This design comes from an exercise in tuning for small area, a short achievable clock period and few clock cycles on the open sky130 flow, not from production work.
Only simulation tests tie the RTL to the original design; equivalence was not proved.

Design vendingMachine, start of the top module:
module vendingMachine(
   clk,
   reset,
   coinInA,
   coinInB,
   coinInC,
   coinInD,
   itemTypeIn,
   itemNumberIn,
   forceIn,
   coinOutA,
   coinOutB,
   coinOutC,
   coinOutD,
   itemTypeOut,
   itemNumberOut,
   serviceTypeOut
);
Settings: LEC_CHECK=0, ABC_AREA=1, CAP_MARGIN=20, CORE_MARGIN=2, CORE_UTILIZATION=55, SLEW_MARGIN=20; clock period 6.0 ns.
standard.sh (not shown) runs the stock make flow with config.mk's settings and CLKGATE_MAP_FILE= SYNTH_SCRIPT=/design/flow/synth_recipe.tcl, a recipe that flattens the netlist after the stock synthesis.
==> flow/flow/run.sh <==
#!/bin/bash
# The standard layout, with these changes:
# - synthesis leaves adders to ABC as plain gates instead of mapping them
#   to the full/half-adder cells;
# - each port gets a buf_2 as its buffer.
set -euo pipefail
here=$(pwd)
mkdir -p scripts
for f in "$FLOW_HOME"/scripts/*; do ln -sf "$f" scripts/; done
rm -f scripts/abc_area.script
cp flow/abc_area.script scripts/abc_area.script
bash standard.sh ADDER_MAP_FILE= SCRIPTS_DIR="$here/scripts" "BUFFER_PORTS_ARGS=-buffer_cell sky130_fd_sc_hd__buf_2" finish > flow_make.log 2>&1
==> flow/flow/abc_area.script <==
strash
balance -l
resub -K 6 -l
rewrite -l
resub -K 6 -N 2 -l
refactor -l
resub -K 8 -l
balance -l
resub -K 8 -N 2 -l
rewrite -l
resub -K 10 -l
rewrite -z -l
resub -K 10 -N 2 -l
balance -l
resub -K 12 -l
refactor -z -l
resub -K 12 -N 2 -l
rewrite -z -l
balance -l
balance -l
resub -K 6 -l
rewrite -l
resub -K 6 -N 2 -l
refactor -l
resub -K 8 -l
balance -l
resub -K 8 -N 2 -l
rewrite -l
resub -K 10 -l
rewrite -z -l
resub -K 10 -N 2 -l
balance -l
resub -K 12 -l
refactor -z -l
resub -K 12 -N 2 -l
rewrite -z -l
balance -l
dch
map -B 0.9
topo
stime -c
buffer -c
upsize -c
dnsize -c
The first run completed with no timing, DRC or antenna violations.
Testbench counts at the start, summed over its fixed seeds: cycles 15,992.
Next try:
==> flow/flow/abc_area.script (replaced) <==
strash
&get -n
&deepsyn -T 20
&put
balance -l
resub -K 6 -l
rewrite -l
resub -K 6 -N 2 -l
refactor -l
resub -K 8 -l
balance -l
resub -K 8 -N 2 -l
rewrite -l
resub -K 10 -l
rewrite -z -l
resub -K 10 -N 2 -l
balance -l
resub -K 12 -l
refactor -z -l
resub -K 12 -N 2 -l
rewrite -z -l
balance -l
dch
map -B 0.9
topo
stime -c
buffer -c
upsize -c
dnsize -c
--- a/flow/config.mk
+++ b/flow/config.mk
@@ -11 +11 @@
-export CORE_UTILIZATION = 55
+export CORE_UTILIZATION = 40
=> Now the flow completed and failed the layout checks on negative setup slack. Cell area increases by a few percent. First-iteration DRC count fell by a quarter to a third. Clock skew hardly moves.
Next try:
--- a/flow/flow/abc_area.script
+++ b/flow/flow/abc_area.script
@@ -3 +3 @@
-&deepsyn -T 20
+&deepsyn -J 5 -S 1
@@ -4,0 +5,23 @@
+balance
+balance -l
+resub -K 6 -l
+rewrite -l
+resub -K 6 -N 2 -l
+refactor -l
+resub -K 8 -l
+balance -l
+resub -K 8 -N 2 -l
+rewrite -l
+resub -K 10 -l
+rewrite -z -l
+resub -K 10 -N 2 -l
+balance -l
+resub -K 12 -l
+refactor -z -l
+resub -K 12 -N 2 -l
+rewrite -z -l
+balance -l
+&get -n
+&deepsyn -J 5 -S 1
+&put
+balance
- Now the flow finished with timing, DRC and antenna clean
- cell area shrinks by 7.0%
- worst hold slack is worse by 0.0048 ns
- core utilization shrinks by 4.7 points
- die area grows by 0.68%
- maximum frequency grows by 6.5%
- setup slack is better by 0.38 ns
- global-route usage shrinks by 3.4 points
Next try:
==> flow/flow/abc_area.script (replaced) <==
strash
&get -n
&deepsyn -J 5 -S 1
&put
balance
balance -l
resub -K 6 -l
rewrite -l
resub -K 6 -N 2 -l
refactor -l
resub -K 8 -l
balance -l
resub -K 8 -N 2 -l
rewrite -l
resub -K 10 -l
rewrite -z -l
resub -K 10 -N 2 -l
balance -l
resub -K 12 -l
refactor -z -l
resub -K 12 -N 2 -l
rewrite -z -l
balance -l
dch
map -B 0.9
topo
stime -c
buffer -c
upsize -c
dnsize -c
--- a/flow/config.mk
+++ b/flow/config.mk
@@ -11,0 +12 @@
+export GPL_TIMING_DRIVEN = 0
What happened: The changed run produced a clean layout; clock skew barely changes; non-clock buffer count decreases by 7; cell area decreases by a few percent; register-to-register slack gains 0.37 ns; first-iteration DRC count decreases by a few percent; global-route usage increases by 0.60 points; flip-flop and latch count is unchanged; wire length increases slightly.
Next try:
--- a/flow/config.mk
+++ b/flow/config.mk
@@ -11,2 +11 @@
-export CORE_UTILIZATION = 40
-export GPL_TIMING_DRIVEN = 0
+export CORE_UTILIZATION = 45
Effect: Routed wire length went down by 0.64%. Via count went down by 1.3%. Die area went down by 11%. Hold slack gets better by 0.010 ns. Clock-buffer cell count went down by 2. Cell area went down by 1.5%.
Next try:
--- a/flow/flow/abc_area.script
+++ b/flow/flow/abc_area.script
@@ -25 +25 @@
-map -B 0.9
+map
--- a/flow/config.mk
+++ b/flow/config.mk
@@ -11 +11 @@
-export CORE_UTILIZATION = 45
+export CORE_UTILIZATION = 40
What happened: The changed run produced a clean layout. Synthesized area climbs by 0.52%. Routed wire length climbs by 16%. Hold slack got worse by 0.049 ns. Count of clock-buffer cells in the layout does not change. Critical path depth drops by 8. Design area climbs by 8.5%. Cell count climbs by 1.9%. Core utilization drops by 1.8 points. Synthesized cell count drops by 1.4%. Non-clock buffer count climbs by 35.

========
## run 1
vendingMachine, a different RTL version from the one above (not shown whole).
For scale: ~1,600 cells after synthesis, ~0.0087 sq mm of cells after synthesis.
Settings: LEC_CHECK=0, ABC_AREA=1, CAP_MARGIN=20, CORE_MARGIN=2, CORE_UTILIZATION=40, SLEW_MARGIN=20; clock period 6.0 ns.
==> flow/flow/abc_area.script <==
strash
&get -n
&deepsyn -J 5 -S 1
&put
balance
balance -l
resub -K 6 -l
rewrite -l
resub -K 6 -N 2 -l
refactor -l
resub -K 8 -l
balance -l
resub -K 8 -N 2 -l
rewrite -l
resub -K 10 -l
rewrite -z -l
resub -K 10 -N 2 -l
balance -l
resub -K 12 -l
refactor -z -l
resub -K 12 -N 2 -l
rewrite -z -l
balance -l
dch
map -B 0.9
topo
stime -c
buffer -c
upsize -c
dnsize -c
Scripts as last shown in full above: flow/flow/run.sh
Run 1 ended with every stage complete and zero timing, DRC or antenna violations.
Testbench counts of run 1, summed over its fixed seeds: cycles 15,992.
Inputs modified between run 1 and run 2:
-- flow/flow/abc_area.script --
<<< run 1, line 24
dch
map -B 0.9
topo
stime -c
>>> run 2, line 24
dch
map -B 0.9
map -B 0.9
topo
stime -c
Notes after the runs:
Run 2 reports a lower slew at the pin with the worst max-slew slack than run 1 does. Diff run 1 and run 2: number of unique standard cell types used by synthesis higher in run 2. Run 2 ended with more post-route cell area than run 1. Re global-route met2 utilization: run 2 is 0.90 points up on run 1. Synthesized area, run 1 and run 2, higher one = run 2.
> inputs changed (run 2 -> run 3)
-- flow/flow/abc_area.script --
<<< run 2, line 24
dch
map -B 0.9
map -B 0.9
topo
stime -c
>>> run 3, line 24
dch
map -B 0.9
topo
stime -c
Notes after the runs:
Run 2 → run 3: total number of multi-input combinational cells fell by 29; slew at the pin with the worst max-slew slack rose by 0.21 ns; core occupancy in the finished layout rose by 0.52 points. When run 3 is measured against run 2, its share of the final layout cell area in sequential cells turns out 0.19 points higher. Post-DP HPWL is lower on run 3. Diff run 2..run 3 | clock latency at the later pin of the worst-skew pair | negligible.
### run 3 -> run 4
-- flow/flow/abc_area.script --
<<< run 3, line 22
rewrite -z -l
balance -l
dch
map -B 0.9
topo
>>> run 4, line 22
rewrite -z -l
balance -l
dch -f
map -B 0.9
map -B 0.9
topo
Findings:
- Lower row count among run 4 and run 3: run 3
- Cmp run 4 and run 3 / relative slew slack / higher: run 3
- In the reports for run 4 and run 3, the larger largest stage delay on the critical path belongs to run 4.
- Delta(maximum fanout along the worst path, run 4 - run 3) > 0
- On cell count after synthesis: between run 4 and run 3, it ends up lower for run 3.
- Summary of run 4 over run 3: met1 usage decreased 1.4 points, final critical-path share of the clock period has decreased, worst setup slack higher, number of DRC markers in iteration 0 shows a reduction of 53.

afterwards: timing with drivers on the ports:
The results above use ideal ports. As a check the final layouts listed here were re-extracted and re-timed, cells and wires unchanged. Step 1 assumes that a clkbuf_16 drives the clock port and a buf_2 every other input. Step 2 also shifts input and output timing later by t, the mid clock arrival at the registers, as if the neighbouring blocks saw the same clock. a / b / c = no drivers / after step 1 / after step 2; a / b = the first two.
run | t (ns) | slack for setup (ns) | worst register clock-pin slew, ns | pins driven straight from the clock port
the first run of note 1 | 0.336 | 0.332 / 0.288 / 0.468 | 0.07 / 0.07 | 1
the second run of note 1 | 0.350 | -0.246 / -0.292 / 0.058 | 0.08 / 0.08 | 1
the third run of note 1 | 0.331 | 0.138 / 0.096 / 0.270 | 0.07 / 0.07 | 1
the fourth run of note 1 | 0.331 | 0.403 / 0.362 / 0.208 | 0.07 / 0.07 | 1
the fifth run of note 1 | 0.346 | 0.328 / 0.286 / 0.468 | 0.08 / 0.08 | 1
the sixth run of note 1 | 0.344 | 0.126 / 0.090 / 0.146 | 0.08 / 0.08 | 1
run 1 | 0.346 | 0.380 / 0.339 / 0.269 | 0.08 / 0.08 | 1
run 2 | 0.353 | 0.531 / 0.487 / 0.534 | 0.09 / 0.09 | 1
run 3 | 0.346 | 0.380 / 0.339 / 0.269 | 0.08 / 0.08 | 1
run 4 | 0.355 | 0.497 / 0.452 / 0.504 | 0.09 / 0.09 | 1
For the fourth run of note 1, which loses most, drivers alone change the setup slack by -0.041 ns; drivers and shift together by -0.195 ns.
